Background: an optimization exercise with open tools, aiming at small area, a short achievable clock period and few clock cycles. Do not read the settings as production practice. In this exercise RTL edits were held to simulation tests only and were not proved equivalent to the original. Power is estimated from default activity; no workload was simulated.

## flow/run.sh

```bash
#!/bin/bash
# synth_recipe.tcl (not shown) runs the flow's synth.tcl, then flattens the netlist and writes it again
# the make line also repeats each setting of config.mk as NAME=value (left out here)
make -C /OpenROAD-flow-scripts/flow DESIGN_CONFIG=/design/flow/config.mk WORK_HOME=/design/flow/orfs CLKGATE_MAP_FILE= SYNTH_SCRIPT=/design/flow/synth_recipe.tcl finish
```

## flow/constraint.sdc

```tcl
create_clock -name core_clock -period 9.5 [get_ports {clk}]
set_input_delay 1.9000 -clock core_clock [delete_from_list [all_inputs] [get_ports {clk}]]
set_output_delay 1.9000 -clock core_clock [all_outputs]
set_load 0.01 [all_outputs]
```

## flow/config.mk

```make
export PLATFORM = sky130hd
export DESIGN_NAME = MIPS_pipeline
export DESIGN_NICKNAME = MIPS_pipeline
export VERILOG_FILES = /design/flow/design.v
export SDC_FILE = /design/flow/constraint.sdc
export NUM_CORES = 8
export LEC_CHECK = 0
export CAP_MARGIN = 20
export CORE_MARGIN = 2
export CORE_UTILIZATION = 40
export SETUP_SLACK_MARGIN = 0.3
export SLEW_MARGIN = 20
```

## flow/design.v

```verilog
module Register #(parameter N = 32) (clk, rst, ld_en, flush, PL, Q);
    input clk, rst, ld_en, flush;
    input [N-1:0] PL;
    output reg [N-1:0] Q;
    always @(posedge clk, posedge rst) begin
        if(rst) Q <= N'('d0);
        else if(ld_en) begin
            if(flush)  Q <= N'('d0);
            else Q <= PL;
        end
    end
endmodule
module Mux_2to1 #(parameter N = 32) (s, J0, J1,  W);
    input s;
    input [N-1:0] J0;
    input [N-1:0] J1;
    output [N-1:0] W;
	assign W = s ? J1 : J0;
endmodule
module Mux_3to1 #(parameter N = 32) (s, J0, J1, J2, W);
    input [1:0] s;
    input [N-1:0] J0, J1, J2;
    output [N-1:0] W;
	assign W = (s == 2'b00) ? J0 :
               (s == 2'b01) ? J1 :
               (s == 2'b10) ? J2 : J0;
endmodule 
module Mux_4to1 #(parameter N = 32) (s, J0, J1, J2, J3, W);
    input [1:0] s;
    input [N-1:0] J0, J1, J2, J3;
    output [N-1:0] W;
	assign W = (s == 2'b00) ? J0 :
               (s == 2'b01) ? J1 :
               (s == 2'b10) ? J2 :
               (s == 2'b11) ? J3 : J0;
endmodule 
module Adder #(parameter len = 32)(a, b, result);
input [len -1 : 0] a;
input [len -1 : 0] b;
output  [len -1 : 0] result;
assign result = a + b;
endmodule
module Lshifter #(parameter num_of_shifts = 2, input_len = 32) (in, out);
input [input_len - 1 : 0] in;
output [input_len - 1 : 0] out;
assign out = in << num_of_shifts;
endmodule
module SignExt(in, out);
input [15:0] in;
output [31:0] out;
assign out = (in[15]) ? {16'b1111111111111111, in} : {16'b0000000000000000, in};
endmodule
module EqComparator(IN_A, IN_B, OUT_Q);
    input [31:0] IN_A, IN_B;
    output OUT_Q;
    assign OUT_Q = (IN_A == IN_B) ? 1'b1 : 1'b0;
endmodule
module ALU (operation, A, B, result, zero);
    input [2:0] operation;
    input [31:0] A;
    input [31:0] B;
    output reg [31:0] result; 
    output zero;
    parameter [2:0] ADD = 3'b010, SUB = 3'b110, SLT = 3'b111;
    always @(A, B, operation) begin
        result = 32'd0;
        case (operation)
            ADD : result = A+B;
            SUB : result = A-B;
            SLT : result = (A<B)? 32'd1 : 32'd0;
            default : result = 32'd0;
        endcase
    end
    assign zero = (result == 32'd0) ? 1'b1 : 1'b0;
endmodule
module RegFile #(parameter AddrL = 5, WL = 32) (clk, rst, regwrite, ReadReg1, ReadReg2, WriteReg, WriteData, ReadData1, ReadData2);
    input clk, rst, regwrite;
    input [AddrL - 1:0] ReadReg1, ReadReg2, WriteReg;
    input [WL-1:0] WriteData;
    output [WL-1:0] ReadData1, ReadData2;
    reg [WL-1:0] RF [1:(2**AddrL)-1];
    assign ReadData1 = (ReadReg1 ==  AddrL'('d0) | rst) ? WL'('d0) : RF[ReadReg1];
    assign ReadData2 = (ReadReg2 == AddrL'('d0) | rst) ? WL'('d0) : RF[ReadReg2];
    always @(negedge clk) begin
        if(regwrite & ~rst & (WriteReg != AddrL'('d0))) RF[WriteReg] <= WriteData;
    end
endmodule
module New_PC(input clk, rst, ld_en, input [31:0]PL, output [31:0] Q);
Register #(32) pc (clk, rst, ld_en, 1'b0, PL, Q);
endmodule
module IF_ID(input clk, rst, IF_ID_en, IF_ID_flush, input[31:0] inst_pl, output [31:0] inst_q,
                input [31:0] pc_pl, output [31:0] pc_q);
    Register #(32) instruction_reg (.clk(clk), .rst(rst), .ld_en(IF_ID_en), .flush(IF_ID_flush), .PL(inst_pl), .Q(inst_q));
    Register #(32) pc_after_addition (.clk(clk), .rst(rst), .ld_en(IF_ID_en), .flush(IF_ID_flush), .PL(pc_pl), .Q(pc_q));
endmodule
module ID_EX(input clk, 
             input rst,
             input [31:0] data_1_pl,
             input [31:0] data_2_pl,
             input [31:0] extended_pl,
             input [31:0] pc_after_add_pl, 
             input [4:0] rt_pl,
             input [4:0] rd_pl,
             input [4:0] rs_pl,
             input [2:0] we_pl, input [1:0] m_pl, input [5:0] ex_pl,
             output [31:0] data_1_out,
             output [31:0] data_2_out,
             output [31:0] extended_out,
             output [31:0] pc_after_add_out, 
             output [4:0] rt_out,
             output [4:0] rd_out,
             output [4:0] rs_out, 
             output [2:0] we_out, output [1:0] m_out, output [5:0] ex_out);
    Register #(32) read_data_1 (.clk(clk), .rst(rst), .ld_en(1'b1), .flush(1'b0), .PL(data_1_pl), .Q(data_1_out));
    Register #(32) read_data_2 (.clk(clk), .rst(rst), .ld_en(1'b1), .flush(1'b0), .PL(data_2_pl), .Q(data_2_out));
    Register #(32) extended (.clk(clk), .rst(rst), .ld_en(1'b1), .flush(1'b0), .PL(extended_pl), .Q(extended_out));
    Register #(32) pc_after_addition (.clk(clk), .rst(rst), .ld_en(1'b1), .flush(1'b0), .PL(pc_after_add_pl), .Q(pc_after_add_out));
    Register #(5) Rt (.clk(clk), .rst(rst), .ld_en(1'b1), .flush(1'b0), .PL(rt_pl), .Q(rt_out));
    Register #(5) Rd (.clk(clk), .rst(rst), .ld_en(1'b1), .flush(1'b0), .PL(rd_pl), .Q(rd_out));
    Register #(5) Rs (.clk(clk), .rst(rst), .ld_en(1'b1), .flush(1'b0), .PL(rs_pl), .Q(rs_out));
    Register #(3) WE (.clk(clk), .rst(rst), .ld_en(1'b1), .flush(1'b0), .PL(we_pl), .Q(we_out));   
    Register #(2) M (.clk(clk), .rst(rst), .ld_en(1'b1), .flush(1'b0), .PL(m_pl), .Q(m_out));   
    Register #(6) EX (.clk(clk), .rst(rst), .ld_en(1'b1), .flush(1'b0), .PL(ex_pl), .Q(ex_out));  
endmodule
module EX_MEM(input clk, 
             input rst,
             input [31:0] alu_result_pl,
             input [31:0] data_from_reg_pl,
             input [31:0] pc_after_add_pl,
             input [4:0] write_address_pl,
             input [2:0] we_pl, input [1:0] m_pl,
             output  [31:0] alu_result_out,
             output  [31:0] data_from_reg_out,
             output  [31:0] pc_after_add_out,
             output  [4:0] write_address_out,
             output  [2:0] we_out, output [1:0] m_out);
    Register #(32) alu_result (.clk(clk), .rst(rst), .ld_en(1'b1), .flush(1'b0), .PL(alu_result_pl), .Q(alu_result_out));
    Register #(32) read_data_from_reg (.clk(clk), .rst(rst), .ld_en(1'b1), .flush(1'b0), .PL(data_from_reg_pl), .Q(data_from_reg_out));
    Register #(32) pc_after_addition (.clk(clk), .rst(rst), .ld_en(1'b1), .flush(1'b0), .PL(pc_after_add_pl), .Q(pc_after_add_out));
    Register #(5) write_address (.clk(clk), .rst(rst), .ld_en(1'b1), .flush(1'b0), .PL(write_address_pl), .Q(write_address_out));
    Register #(3) WE (.clk(clk), .rst(rst), .ld_en(1'b1), .flush(1'b0), .PL(we_pl), .Q(we_out)); 
    Register #(2) M (.clk(clk), .rst(rst), .ld_en(1'b1), .flush(1'b0), .PL(m_pl), .Q(m_out));
endmodule
module MEM_WB(input clk, 
             input rst, 
             input [31:0] alu_result_pl,
             input [31:0] data_from_mem_pl,
             input [31:0] pc_after_add_pl,
             input [4:0] write_address_pl,
             input [2:0]we_pl,
             output  [31:0] alu_result_out,
             output  [31:0] data_from_mem_out,
             output  [31:0] pc_after_add_out,
             output  [4:0] write_address_out,
             output  [2:0]we_out);
    Register #(32) alu_result (.clk(clk), .rst(rst), .ld_en(1'b1), .flush(1'b0), .PL(alu_result_pl), .Q(alu_result_out));
    Register #(32) read_data_from_mem (.clk(clk), .rst(rst), .ld_en(1'b1), .flush(1'b0), .PL(data_from_mem_pl), .Q(data_from_mem_out));
    Register #(32) pc_after_addition (.clk(clk), .rst(rst), .ld_en(1'b1), .flush(1'b0), .PL(pc_after_add_pl), .Q(pc_after_add_out));
    Register #(5) write_address (.clk(clk), .rst(rst), .ld_en(1'b1), .flush(1'b0), .PL(write_address_pl), .Q(write_address_out));
    Register #(3) WE (.clk(clk), .rst(rst), .ld_en(1'b1), .flush(1'b0), .PL(we_pl), .Q(we_out)); 
endmodule
module alu_control(alu_op, function_bits, alu_operation, is_jr);
    input [1:0]alu_op;
    input [5:0]function_bits;
    output reg [2:0]alu_operation;
    output reg is_jr;
    always@(alu_op, function_bits) begin
        alu_operation = 3'd0;
        if(alu_op == 2'b00) begin                     
            alu_operation = 3'b010;
        end
        else if (alu_op == 2'b01) begin               
            alu_operation = 3'b110;
        end
        else if (alu_op == 2'b11) begin                
            alu_operation = 3'b111;
        end
        else begin
            case(function_bits)
            6'b100000: alu_operation = 3'b010;       
            6'b100010: alu_operation = 3'b110;       
            6'b101010: alu_operation = 3'b111;       
            6'b001000: alu_operation = 3'b111;       
            endcase
        end
    end
    always@(alu_op, function_bits) begin
        is_jr = 1'b0;
        if(alu_op == 2'b10 && function_bits == 6'b001000) begin
            is_jr = 1'b1;
        end
    end
endmodule
module central_control(opcode, is_jr, alu_op, pc_src, reg_dst, Ch_31, reg_write, alu_src, mem_read, mem_write, mem_to_reg, pc_to_reg, zero_flag, hazard_en, cond_hazard, IF_flush);
    input [5:0]opcode;
    input is_jr;
    output reg [1:0] alu_op;
    output reg [1:0] pc_src;
    output  reg reg_dst, Ch_31, reg_write, alu_src, mem_read, mem_write, mem_to_reg, pc_to_reg, hazard_en, cond_hazard, IF_flush;
    input zero_flag;
    always@(opcode) begin  
        alu_op = 2'b00;
        case(opcode)
            6'b000000: alu_op = 2'b10;  
            6'b100011: alu_op = 2'b00;  
            6'b101011: alu_op = 2'b00;  
            6'b001000: alu_op = 2'b00;  
            6'b001010: alu_op = 2'b11;  
            6'b000010: alu_op = 2'b01;  
            6'b000011: alu_op = 2'b01;  
            6'b000100: alu_op = 2'b01;  
            6'b000101: alu_op = 2'b01;  
        endcase
    end
    always@(opcode, is_jr) begin  
        {reg_dst, Ch_31, reg_write, alu_src, mem_read, mem_write, mem_to_reg, pc_to_reg, hazard_en, cond_hazard} = 10'b0000000000;
        case(opcode)
            6'b000000: begin
                if(is_jr == 1'b1) begin
                    {reg_dst, Ch_31, reg_write, alu_src, mem_read, mem_write, mem_to_reg, pc_to_reg, hazard_en, cond_hazard} = 10'b0000000011;  
                end
                else
                    {reg_dst, Ch_31, reg_write, alu_src, mem_read, mem_write, mem_to_reg, pc_to_reg, hazard_en, cond_hazard} = 10'b1010000010;  
            end
            6'b100011: {reg_dst, Ch_31, reg_write, alu_src, mem_read, mem_write, mem_to_reg, pc_to_reg, hazard_en, cond_hazard} = 10'b0011101010;  
            6'b101011: {reg_dst, Ch_31, reg_write, alu_src, mem_read, mem_write, mem_to_reg, pc_to_reg, hazard_en, cond_hazard} = 10'b0001010010;  
            6'b001000: {reg_dst, Ch_31, reg_write, alu_src, mem_read, mem_write, mem_to_reg, pc_to_reg, hazard_en, cond_hazard} = 10'b0011000010;  
            6'b001010: {reg_dst, Ch_31, reg_write, alu_src, mem_read, mem_write, mem_to_reg, pc_to_reg, hazard_en, cond_hazard} = 10'b0011000010;  
            6'b000010: {reg_dst, Ch_31, reg_write, alu_src, mem_read, mem_write, mem_to_reg, pc_to_reg, hazard_en, cond_hazard} = 10'b0000000000;  
            6'b000011: {reg_dst, Ch_31, reg_write, alu_src, mem_read, mem_write, mem_to_reg, pc_to_reg, hazard_en, cond_hazard} = 10'b0110000100;  
            6'b000100: {reg_dst, Ch_31, reg_write, alu_src, mem_read, mem_write, mem_to_reg, pc_to_reg, hazard_en, cond_hazard} = 10'b0000000011;  
            6'b000101: {reg_dst, Ch_31, reg_write, alu_src, mem_read, mem_write, mem_to_reg, pc_to_reg, hazard_en, cond_hazard} = 10'b0000000011;  
        endcase
    end
    always@(opcode, is_jr, zero_flag) begin  
        if(is_jr == 1'b1) begin pc_src = 2'b11; IF_flush = 1'b1; end        
        else if(opcode == 6'b000010 || opcode == 6'b000011) begin pc_src = 2'b10; IF_flush = 1'b1; end 
        else if(opcode == 6'b000100 && zero_flag == 1'b1) begin pc_src = 2'b01; IF_flush = 1'b1; end 
        else if(opcode == 6'b000101 && zero_flag == 1'b0) begin pc_src = 2'b01; IF_flush = 1'b1; end 
        else begin pc_src = 2'b00; IF_flush = 1'b0; end                                      
    end
endmodule
module Controller(opcode, function_bits, pc_src, reg_dst, Ch_31, reg_write, alu_src, mem_read, mem_write, mem_to_reg, pc_to_reg, alu_operation, zero_flag, hazard_en, cond_hazard, IF_flush);
    input [5:0] opcode;
    input [5:0] function_bits;
    input zero_flag;
    output [1:0] pc_src;
    output reg_dst, Ch_31, reg_write, alu_src, mem_read, mem_write, mem_to_reg, pc_to_reg, hazard_en, cond_hazard, IF_flush;
    output [2:0] alu_operation;
    wire [1:0]alu_op;
    wire is_jr;
    alu_control ALU_CU(.alu_op(alu_op), .function_bits(function_bits), .alu_operation(alu_operation), .is_jr(is_jr));
    central_control CENTERAL_CU(.opcode(opcode), .is_jr(is_jr), .alu_op(alu_op), .pc_src(pc_src), .reg_dst(reg_dst), .Ch_31(Ch_31),
                    .reg_write(reg_write), .alu_src(alu_src), .mem_read(mem_read), .mem_write(mem_write), .mem_to_reg(mem_to_reg), .pc_to_reg(pc_to_reg), .zero_flag(zero_flag),
                    .hazard_en(hazard_en), .cond_hazard(cond_hazard), .IF_flush(IF_flush));
endmodule
module HazardUnit(  
                    hazard_en,cond_hazard,
                    ID_EX_Rd,ID_EX_MemRead,ID_EX_RegWtrite,
                    EX_MEM_Rd,EX_MEM_RegWrite,
                    IF_ID_Rs,IF_ID_Rt,
                    IF_ID_Write,PC_Write,Inst_src
                );
    input hazard_en,cond_hazard;
    input ID_EX_MemRead,ID_EX_RegWtrite,EX_MEM_RegWrite;
    input [4:0] ID_EX_Rd,EX_MEM_Rd,IF_ID_Rs,IF_ID_Rt;
    output reg IF_ID_Write,PC_Write,Inst_src;
    always @(hazard_en,cond_hazard,
            ID_EX_Rd,ID_EX_MemRead,ID_EX_RegWtrite,
            EX_MEM_Rd,EX_MEM_RegWrite,
            IF_ID_Rs,IF_ID_Rt)
    begin
        {IF_ID_Write, PC_Write, Inst_src} = 3'b111;
        if(hazard_en) begin  
            if(cond_hazard) begin  
                if((ID_EX_MemRead | ID_EX_RegWtrite) & (ID_EX_Rd == IF_ID_Rs | ID_EX_Rd == IF_ID_Rt) & ID_EX_Rd != 5'b0000)
                    {IF_ID_Write, PC_Write, Inst_src} = 3'b000;
                else if(EX_MEM_RegWrite & (EX_MEM_Rd == IF_ID_Rs | EX_MEM_Rd == IF_ID_Rt) & EX_MEM_Rd != 5'b0000)
                    {IF_ID_Write, PC_Write, Inst_src} = 3'b000;
            end
            else begin   
                if(ID_EX_MemRead & (ID_EX_Rd == IF_ID_Rs | ID_EX_Rd == IF_ID_Rt) & ID_EX_Rd != 5'b0000)
                    {IF_ID_Write, PC_Write, Inst_src} = 3'b000;
            end
        end
    end
endmodule
module ForwardingUnit(MEM_WB_Rd, EX_MEM_Rd, EX_MEM_RegWrite, MEM_WB_RegWrite, ID_EX_Rs, ID_EX_Rt, forwardA, forwardB);
    input [4:0] MEM_WB_Rd, EX_MEM_Rd, ID_EX_Rs, ID_EX_Rt;
    input EX_MEM_RegWrite, MEM_WB_RegWrite;
    output reg [1:0] forwardA, forwardB;
    always @(MEM_WB_Rd, EX_MEM_Rd, EX_MEM_RegWrite, MEM_WB_RegWrite, ID_EX_Rs) begin
        if(EX_MEM_RegWrite & EX_MEM_Rd == ID_EX_Rs & EX_MEM_Rd != 5'b00000) forwardA = 2'b01;  
        else if (MEM_WB_RegWrite & MEM_WB_Rd == ID_EX_Rs & MEM_WB_Rd != 5'b00000) forwardA = 2'b10;  
        else forwardA = 2'b00;
    end
    always @(MEM_WB_Rd, EX_MEM_Rd, EX_MEM_RegWrite, MEM_WB_RegWrite, ID_EX_Rt) begin
        if(EX_MEM_RegWrite & EX_MEM_Rd == ID_EX_Rt & EX_MEM_Rd != 5'b00000) forwardB = 2'b01;  
        else if (MEM_WB_RegWrite & MEM_WB_Rd == ID_EX_Rt & MEM_WB_Rd != 5'b00000) forwardB = 2'b10;  
        else forwardB = 2'b00;
    end
endmodule
module pipeline_dp
(imem_addr, imem_rdata, dmem_addr, dmem_wdata, dmem_rd_en, dmem_wr_en, dmem_rdata, clk, rst, pc_en, pc_src, IF_ID_en, IF_ID_flush, reg_dst, jal_sel, forward_a, forward_b, alu_src,
 comparator_out, alu_opr, reg_write, mem_read, mem_write, mem_to_reg, pc_to_reg, ID_EX_Rd,
  ID_EX_MemRead, ID_EX_RegWtrite, EX_MEM_Rd, EX_MEM_RegWrite, IF_ID_Rs, IF_ID_Rt, opcode, function_bits, MEM_WB_Rd, ID_EX_Rs, ID_EX_Rt, MEM_WB_RegWrite);
output [31:0] imem_addr, dmem_addr, dmem_wdata;
output dmem_rd_en, dmem_wr_en;
input [31:0] imem_rdata, dmem_rdata;
input clk, rst, pc_en;
input [1:0] pc_src;
input IF_ID_en, IF_ID_flush;
input mem_read, mem_write;
input reg_dst, jal_sel, alu_src;
input [2:0]alu_opr;
input mem_to_reg, pc_to_reg;
input reg_write;
input [1:0]forward_a, forward_b;
output comparator_out;
wire [2:0]we_after_mem_wb;
wire [1:0]m_after_ex_mem;
wire [27:0] shifter2_out;
wire [31:0] pc_pl, pc_out, pc_plus_four, pc_plus_extended, inst_after_if_id, read_data_1_before_reg, read_data_2_before_reg, inst_mem_out, pc_after_if_id;
wire [31:0] inst_extended, inst_ex_shift, data_1_after_id_ex, data_2_after_id_ex, extended_after_id_ex, alu_result, alu_result_after_ex_mem;
wire [31:0]data_mem_read_data , alu_result_after_mem_wb, mem_data_after_mem_wb, mux2_3_result, mux2_4_result , mux2_5_result, pc_add_after_idex, pc_add_after_exem, pc_add_after_memwb;
wire [31:0]mux3_1_result, mux3_2_result, data_32_after_ex_mem; 
wire [4:0] rt_after_id_ex, rd_after_id_ex, rs_after_id_ex, from_mux2_2, write_address_after_ex_mem, mux2_1_result;
wire [2:0] we_after_id_ex, we_after_ex_mem;
wire [1:0] m_after_id_ex;
wire [2:0] alu_opr;
wire [5:0] ex_after_id_ex;
wire [4:0] write_address_after_mem_wb;
output [4:0]ID_EX_Rd, IF_ID_Rs, IF_ID_Rt;
output ID_EX_MemRead, ID_EX_RegWtrite, EX_MEM_RegWrite;
output [5:0]opcode, function_bits;
output [4:0] MEM_WB_Rd, EX_MEM_Rd, ID_EX_Rs, ID_EX_Rt;
output MEM_WB_RegWrite;
assign MEM_WB_Rd = write_address_after_mem_wb;
assign EX_MEM_Rd = write_address_after_ex_mem;
assign ID_EX_Rs = rs_after_id_ex;
assign ID_EX_Rt = rt_after_id_ex;
assign EX_MEM_RegWrite = we_after_ex_mem[2];
assign MEM_WB_RegWrite = we_after_mem_wb[2];
assign opcode = inst_after_if_id[31:26];
assign function_bits = inst_after_if_id[5:0];
assign ID_EX_Rd = from_mux2_2;
assign ID_EX_MemRead = m_after_id_ex[0];
assign ID_EX_RegWtrite = we_after_id_ex[2];
assign IF_ID_Rs = inst_after_if_id[25:21];
assign IF_ID_Rt = inst_after_if_id[20:16];
New_PC PC (.clk(clk), .rst(rst), .ld_en(pc_en), .PL(pc_pl), .Q(pc_out));
IF_ID if_id(.clk(clk), .rst(rst),  .IF_ID_en(IF_ID_en), .IF_ID_flush(IF_ID_flush), .inst_pl(inst_mem_out), .inst_q(inst_after_if_id), .pc_pl(pc_plus_four), .pc_q(pc_after_if_id)); 
ID_EX id_ex(.clk(clk), 
            .rst(rst), 
            .data_1_pl(read_data_1_before_reg),
            .data_2_pl(read_data_2_before_reg),
            .extended_pl(inst_extended),
            .pc_after_add_pl(pc_after_if_id),
            .rt_pl(inst_after_if_id[20:16]),
            .rd_pl(inst_after_if_id[15:11]),
            .rs_pl(inst_after_if_id[25:21]),
            .we_pl({reg_write, mem_to_reg, pc_to_reg}), .m_pl({mem_write, mem_read}), .ex_pl({alu_opr, alu_src, reg_dst, jal_sel}),
            .data_1_out(data_1_after_id_ex),
            .data_2_out(data_2_after_id_ex),
            .extended_out(extended_after_id_ex),
            .pc_after_add_out(pc_add_after_idex),
            .rt_out(rt_after_id_ex),
            .rd_out(rd_after_id_ex),
            .rs_out(rs_after_id_ex), 
            .we_out(we_after_id_ex),
            .m_out(m_after_id_ex),
            .ex_out(ex_after_id_ex));
EX_MEM ex_mem(.clk(clk), 
              .rst(rst), 
              .alu_result_pl(alu_result),
              .data_from_reg_pl(mux3_2_result),
              .pc_after_add_pl(pc_add_after_idex),
              .write_address_pl(from_mux2_2),
              .we_pl(we_after_id_ex),
              .m_pl(m_after_id_ex),
              .alu_result_out(alu_result_after_ex_mem),
              .data_from_reg_out(data_32_after_ex_mem),
              .pc_after_add_out(pc_add_after_exem),
              .write_address_out(write_address_after_ex_mem),
              .we_out(we_after_ex_mem),
              .m_out(m_after_ex_mem));
MEM_WB mem_wb(.clk(clk), 
              .rst(rst),  
              .alu_result_pl(alu_result_after_ex_mem),
              .data_from_mem_pl(data_mem_read_data),
              .pc_after_add_pl(pc_add_after_exem),
              .write_address_pl(write_address_after_ex_mem),
              .we_pl(we_after_ex_mem),
              .alu_result_out(alu_result_after_mem_wb),
              .data_from_mem_out(mem_data_after_mem_wb),
              .pc_after_add_out(pc_add_after_memwb),
              .write_address_out(write_address_after_mem_wb),
              .we_out(we_after_mem_wb));
Mux_4to1 #(32) pc_mux (.s(pc_src), .J0(pc_plus_four), .J1(pc_plus_extended), .J2({pc_plus_four[31:28], shifter2_out}), .J3(read_data_1_before_reg), .W(pc_pl));
Adder #(32) pc_four (.a(pc_out), .b(32'd4), .result(pc_plus_four));
Adder #(32) pc_plus_offset (.a(pc_after_if_id), .b(inst_ex_shift), .result(pc_plus_extended));
Lshifter #(2, 32) left_shifter1(.in(inst_extended), .out(inst_ex_shift));
Lshifter #(2, 28) left_shifter2(.in({2'b00, inst_after_if_id[25:0]}), .out(shifter2_out));
assign imem_addr = pc_out;
assign inst_mem_out = imem_rdata;
Mux_2to1 #(5) mux2_1 (.s(ex_after_id_ex[1]), .J0(rt_after_id_ex), .J1(rd_after_id_ex),  .W(mux2_1_result));
Mux_2to1 #(5) mux2_2 (.s(ex_after_id_ex[0]), .J0(mux2_1_result), .J1(5'd31), .W(from_mux2_2));
Mux_2to1 #(32) mux2_3 (.s(we_after_mem_wb[1]), .J0(alu_result_after_mem_wb), .J1(mem_data_after_mem_wb),  .W(mux2_3_result));
Mux_2to1 #(32) mux2_4 (.s(we_after_mem_wb[0]), .J0(mux2_3_result), .J1(pc_add_after_memwb),  .W(mux2_4_result));
Mux_2to1 #(32) mux2_5 (.s(ex_after_id_ex[2]), .J0(mux3_2_result), .J1(extended_after_id_ex),  .W(mux2_5_result));
SignExt sext(.in(inst_after_if_id[15:0]), .out(inst_extended));
EqComparator comp(.IN_A(read_data_1_before_reg), .IN_B(read_data_2_before_reg), .OUT_Q(comparator_out));
ALU alu (.operation(ex_after_id_ex[5:3]), .A(mux3_1_result), .B(mux2_5_result), .result(alu_result), .zero());
RegFile #(5,32)  reg_file(.clk(clk), .rst(rst), .regwrite(we_after_mem_wb[2]), .ReadReg1(inst_after_if_id[25:21]), .ReadReg2(inst_after_if_id[20:16]), .WriteReg(write_address_after_mem_wb), .WriteData(mux2_4_result), .ReadData1(read_data_1_before_reg), .ReadData2(read_data_2_before_reg));
Mux_3to1 #(32) mux3_1 (.s(forward_a), .J0(data_1_after_id_ex), .J1(alu_result_after_ex_mem), .J2(mux2_4_result), .W(mux3_1_result));
Mux_3to1 #(32) mux3_2 (.s(forward_b), .J0(data_2_after_id_ex), .J1(alu_result_after_ex_mem), .J2(mux2_4_result), .W(mux3_2_result));
assign dmem_addr = alu_result_after_ex_mem;
assign dmem_wdata = data_32_after_ex_mem;
assign dmem_rd_en = m_after_ex_mem[0];
assign dmem_wr_en = m_after_ex_mem[1];
assign data_mem_read_data = dmem_rdata;
endmodule
module MIPS_pipeline (
    input clk, rst,
    output [31:0] imem_addr,
    input  [31:0] imem_rdata,
    output [31:0] dmem_addr,
    output [31:0] dmem_wdata,
    output dmem_rd_en,
    output dmem_wr_en,
    input  [31:0] dmem_rdata
);
    wire [5:0] opcode;
    wire [5:0] function_bits;
    wire zero_flag;
    wire [1:0] pc_src;
    wire reg_dst, Ch_31, reg_write, alu_src, mem_read, mem_write, mem_to_reg, pc_to_reg, hazard_en, cond_hazard, IF_flush;
    wire [2:0] alu_operation;
    wire ID_EX_MemRead,ID_EX_RegWtrite;
    wire [4:0] ID_EX_Rd,EX_MEM_Rd,IF_ID_Rs,IF_ID_Rt;
    wire IF_ID_Write,PC_Write,control_src;
    wire [4:0] MEM_WB_Rd, ID_EX_Rs, ID_EX_Rt;
    wire EX_MEM_RegWrite, MEM_WB_RegWrite;
    wire [1:0] forwardA, forwardB;
    wire [10:0] control_signals;
    Controller controller(opcode, function_bits, pc_src, reg_dst, Ch_31, reg_write, alu_src, mem_read, mem_write, mem_to_reg, pc_to_reg, alu_operation, zero_flag, hazard_en, cond_hazard, IF_flush);
    HazardUnit hazard_unit(  
                    hazard_en,cond_hazard,
                    ID_EX_Rd,ID_EX_MemRead,ID_EX_RegWtrite,
                    EX_MEM_Rd,EX_MEM_RegWrite,
                    IF_ID_Rs,IF_ID_Rt,
                    IF_ID_Write,PC_Write,control_src
                );
    ForwardingUnit forwarding_unit(MEM_WB_Rd, EX_MEM_Rd, EX_MEM_RegWrite, MEM_WB_RegWrite, ID_EX_Rs, ID_EX_Rt, forwardA, forwardB);
    Mux_2to1 #(11) control_mux(control_src, 11'd0, {reg_dst, Ch_31, reg_write, alu_src, mem_read, mem_write, mem_to_reg, pc_to_reg, alu_operation}, control_signals);
    pipeline_dp datapath(imem_addr, imem_rdata, dmem_addr, dmem_wdata, dmem_rd_en, dmem_wr_en, dmem_rdata, clk, rst, PC_Write, pc_src, IF_ID_Write, IF_flush, control_signals[10], control_signals[9], forwardA, forwardB, control_signals[7],
                zero_flag, control_signals[2:0], control_signals[8], control_signals[6], control_signals[5], control_signals[4], control_signals[3], ID_EX_Rd,
                 ID_EX_MemRead, ID_EX_RegWtrite, EX_MEM_Rd, EX_MEM_RegWrite, IF_ID_Rs, IF_ID_Rt, opcode, function_bits, MEM_WB_Rd, ID_EX_Rs, ID_EX_Rt,
                 MEM_WB_RegWrite);
endmodule
```

==> results.txt <==
-- power breakdown --
part	internal, µW	switching (µW)
logic	1320	2210
registers	7680	528
clock network	4360	3780
-- cell type report --
class	instances	area share [%]
multi-input combinational	2774	31.8
sequential	1428	49.0
clock inverter	1105	6.17
tap	2218	3.34
inverter	102	0.465
clock buffer	173	4.94
antenna	3	0.00902
timing repair buffer	367	4.33
-- per-layer routing --
metal / vias up / wire (µm) / track usage (%)
met4: 6 / 13400 / 15.3
met3: 565 / 24100 / 7.84
met1: 24600 / 89100 / 33.6
met2: 2750 / 114000 / 43.3
li1: 20600 / - / -
met5: - / 41 / 0
-- placed cells by master (no fill, tap or decap), types with 18 or more instances in the layout --
cell | synthesis | layout
a211o_1 | 19 | 18
a211oi_1 | 70 | 70
a21o_1 | 55 | 55
a21oi_1 | 184 | 179
a221oi_1 | 25 | 25
a22o_1 | 42 | 42
a22oi_1 | 68 | 67
a31oi_1 | 33 | 30
and2_1 | 23 | 23
buf_12 | 3 | 35
buf_4 | 26 | 168
bufinv_16 | 0 | 24
clkbuf_16 | 0 | 158
clkdlybuf4s50_1 | 0 | 163
clkinvlp_2 | 0 | 29
dfrtp_1 | 436 | 425
edfxtp_1 | 992 | 992
ha_1 | 93 | 93
inv_1 | 100 | 1107
mux2_2 | 36 | 36
mux2i_1 | 260 | 260
mux4_2 | 424 | 424
nand2_1 | 286 | 283
nand2b_1 | 30 | 29
nand3_1 | 86 | 52
nand3_2 | 0 | 34
nor2_1 | 237 | 205
nor2_4 | 0 | 32
nor2b_1 | 43 | 39
nor3_1 | 40 | 40
o21ai_0 | 223 | 153
o21ai_1 | 1 | 39
o21ai_2 | 0 | 24
o22ai_1 | 34 | 33
o31ai_1 | 32 | 32
or3_1 | 19 | 18
xnor2_1 | 87 | 87
xor2_1 | 59 | 58
-- stage by stage --
| step | setup slack [ps] | util, % | instance area, µm² | hold slack (ps) | power [µW] |
|---|---|---|---|---|---|
| detailed placement | 124 | 43.6 | 73900 | 335 | 12400 |
| floorplan | -2460 | - | 68800 | 331 | 10700 |
| global route | 310 | 49.0 | 83200 | 352 | 20800 |
| global placement | 196 | 43.5 | 73900 | 332 | 12300 |
| finish | 398 | 49.0 | 83200 | 346 | 19900 |
| CTS | 350 | 49.0 | 83200 | 348 | 20000 |
-- worst max-delay path by stage --
| stage | startpoint | to | slack, ps | depth (start not counted) |
|---|---|---|---|---|
| 2_1_floorplan | rst | datapath.PC.pc.Q[18]$_DFFE_PP0P_ | -2460 | 13 |
| 3_5_place_dp | datapath.reg_file.RF[28][26]$_DFFE_NP_ | datapath.if_id.instruction_reg.Q[1]$_DFFE_PP0P_ | 120 | 14 |
| 3_3_place_gp | datapath.reg_file.RF[21][26]$_DFFE_NP_ | datapath.PC.pc.Q[20]$_DFFE_PP0P_ | 200 | 14 |
| 6_report | datapath.reg_file.RF[21][28]$_DFFE_NP_ | datapath.PC.pc.Q[3]$_DFFE_PP0P_ | 400 | 14 |
| 5_1_grt | datapath.reg_file.RF[20][28]$_DFFE_NP_ | datapath.PC.pc.Q[3]$_DFFE_PP0P_ | 310 | 14 |
| 4_1_cts | datapath.reg_file.RF[21][26]$_DFFE_NP_ | datapath.if_id.instruction_reg.Q[1]$_DFFE_PP0P_ | 350 | 14 |
-- cells by family (layout without fill, tap and decap cells) --
group	after synthesis	after routing	share of synthesized area (%)
muxes	731	731	18.7
other	0	3	0
xor gates and xnor gates	146	146	1.87
adders and majority gates	96	96	1.79
AOI/OAI and AO/OA	943	943	9.20
buffers and inverters	416	1747	3.13
DFF	1428	1428	59.4
and+or+nand+nor	858	858	5.85
-- timing repair --
action | in CTS | in global routing
gates resized for setup | 3 | 4
pin swaps | 1 | 4
setup endpoints to repair | 51 | 50
buffers inserted | 0 | 1
gates cloned | 0 | 0
==> results.cfg <==
[run_status]
status = finished clean

[die]
fp-row-count = 151
die_area_um2 = 175000
floorplan.core_area_um2 = 170000
fp.dieH_um = 418
die_x_um = 418
start_util_pct = 40.4
ios = 164

[setup_path]
path_max_fanout = 10
cp-start-kind = flip-flop
worst-endpoint-required_ps = 10240
cp_slowest_stage_delay_ps = 650
arrival_ps = 9840
worstSetupEndpointType = flip-flop
slack_of_the_worst_reg_to_reg_path_ps = 400
timing.critical_path.cells = mux4_2 > nor2b_1 > a211oi_1 > a21oi_1 > a21oi_1 > xnor2_1 > nand4_1 > nor4_4 > and3_1 > nor2_8 > buf_4 > buf_12 > o221a_1 > a31oi_1
timing.rr.start = datapath.reg_file.RF[21][28]$_DFFE_NP_
critPathTopFamily = simple AND/OR/NAND/NOR gates
critPathBufInv = 2
crit_path_frequent_cell = a21oi_1
reg2reg_depth = 14
critical_path_cell_with_the_highest_stage_delay = nor4_4
critical_path_class = flip-flop to flip-flop
endpoint_of_the_most_critical_register_to_register_path = datapath.PC.pc.Q[3]$_DFFE_PP0P_

[sta]
actual_transition_at_the_worst_max_transition_pin_ps = 1140
fin_tns_setup_ps = 0
setup-violations-final = 0
skew_ps = 76.3
max_slew_margin_pct = 24.1
grt_setup_unrepaired = no
final-hold-violation-count = 0
final_count_of_pins_violating_max_slew = 0

[grt]
grt_max_degree = 176
grt_first_pass_wirelength_um = 341000
grt_antenna_before_repair = 6
grt_use_total_pct = 27.3
gr-total-overflow = 0
number_of_global_route_vias_before_repair = 49400

[clocking]
cts_max_path_buffers = 3
clock-sinks = 1428
clock-root-buffer = clkbuf_16
ctsHtreeMaxLevel = 4
clkTransAtPathRegs_ps = 60
cts_buffers = 157
cts.hold.buffers_added = 0
cts_tree = built
source_to_sink_clock_delay_at_the_later_pin_of_the_worst_skew_pair_ps = 840

[final_layout]
seqCellArea_um2 = 40700
fillers = 14800
multi_input_comb_area_um2 = 26500
drive_gt1_share_pct = 18.6
areaGrowthSynthToFinish_pct = 21.5
fin_cells = 8170
final_nets = 5984
largest_register_ff_count = 992
registers.top_by_ff_count = datapath.reg_file.RF

[synthesis]
syn_area_um2 = 68500
synth_area_leaders = edfxtp_1 (43%), dfrtp_1 (16%), mux4_2 (14%)
synth_most_common_cell = edfxtp_1
postSynth.asyncResetShare_pct = 30.5
synth_cell_type_count = 96
synth_largest_area_cell = edfxtp_1
synth-edff-count = 992
synth_sequential_area_ratio_pct = 59.4
yosys_warnings = 11
synth_ff_type = edfxtp_1
post-synth-top-area-fraction_pct = 43.5
post_synth.cell_area_avg_um2 = 14.8
synth_common_cells = edfxtp_1 (992), dfrtp_1 (436), mux4_2 (424)
post_synthesis_net_count = 4780
yosys_register_bits = 1428
syn_inst = 4618

[route]
routed_wirelength_um = 240000
vias = 48500
detail-route-antenna-nets = 0
detail_route.wl_per_cell_um = 29.4
dr.first_iter.drc_count = 6079
dr_drc_count = 0
routed_via_density = 5.94
first_pass_iters = 5

[pwr]
largest_voltage_drop_on_the_vdd_net_uv = 157
power.density_nw_per_um2 = 239
power.leakage_uw = 0.0335

[placed_design]
hpwlAfterDp_um = 153000
numPlacedInstances = 6889
gpl.final_weighted_congestion = 0.935
io_buffers = 163

[hold_path]
whs_path_depth = 0
timing.hold.worst_endpoint = datapath.ex_mem.pc_after_addition.Q[4]$_DFF_PP0_
hp-start = datapath.id_ex.pc_after_addition.Q[4]$_DFF_PP0_
min-delay-path-class = flip-flop to flip-flop

[run]
maxCapViolations = 0
Testbench counts, summed over its fixed seeds: cycles 57,895.
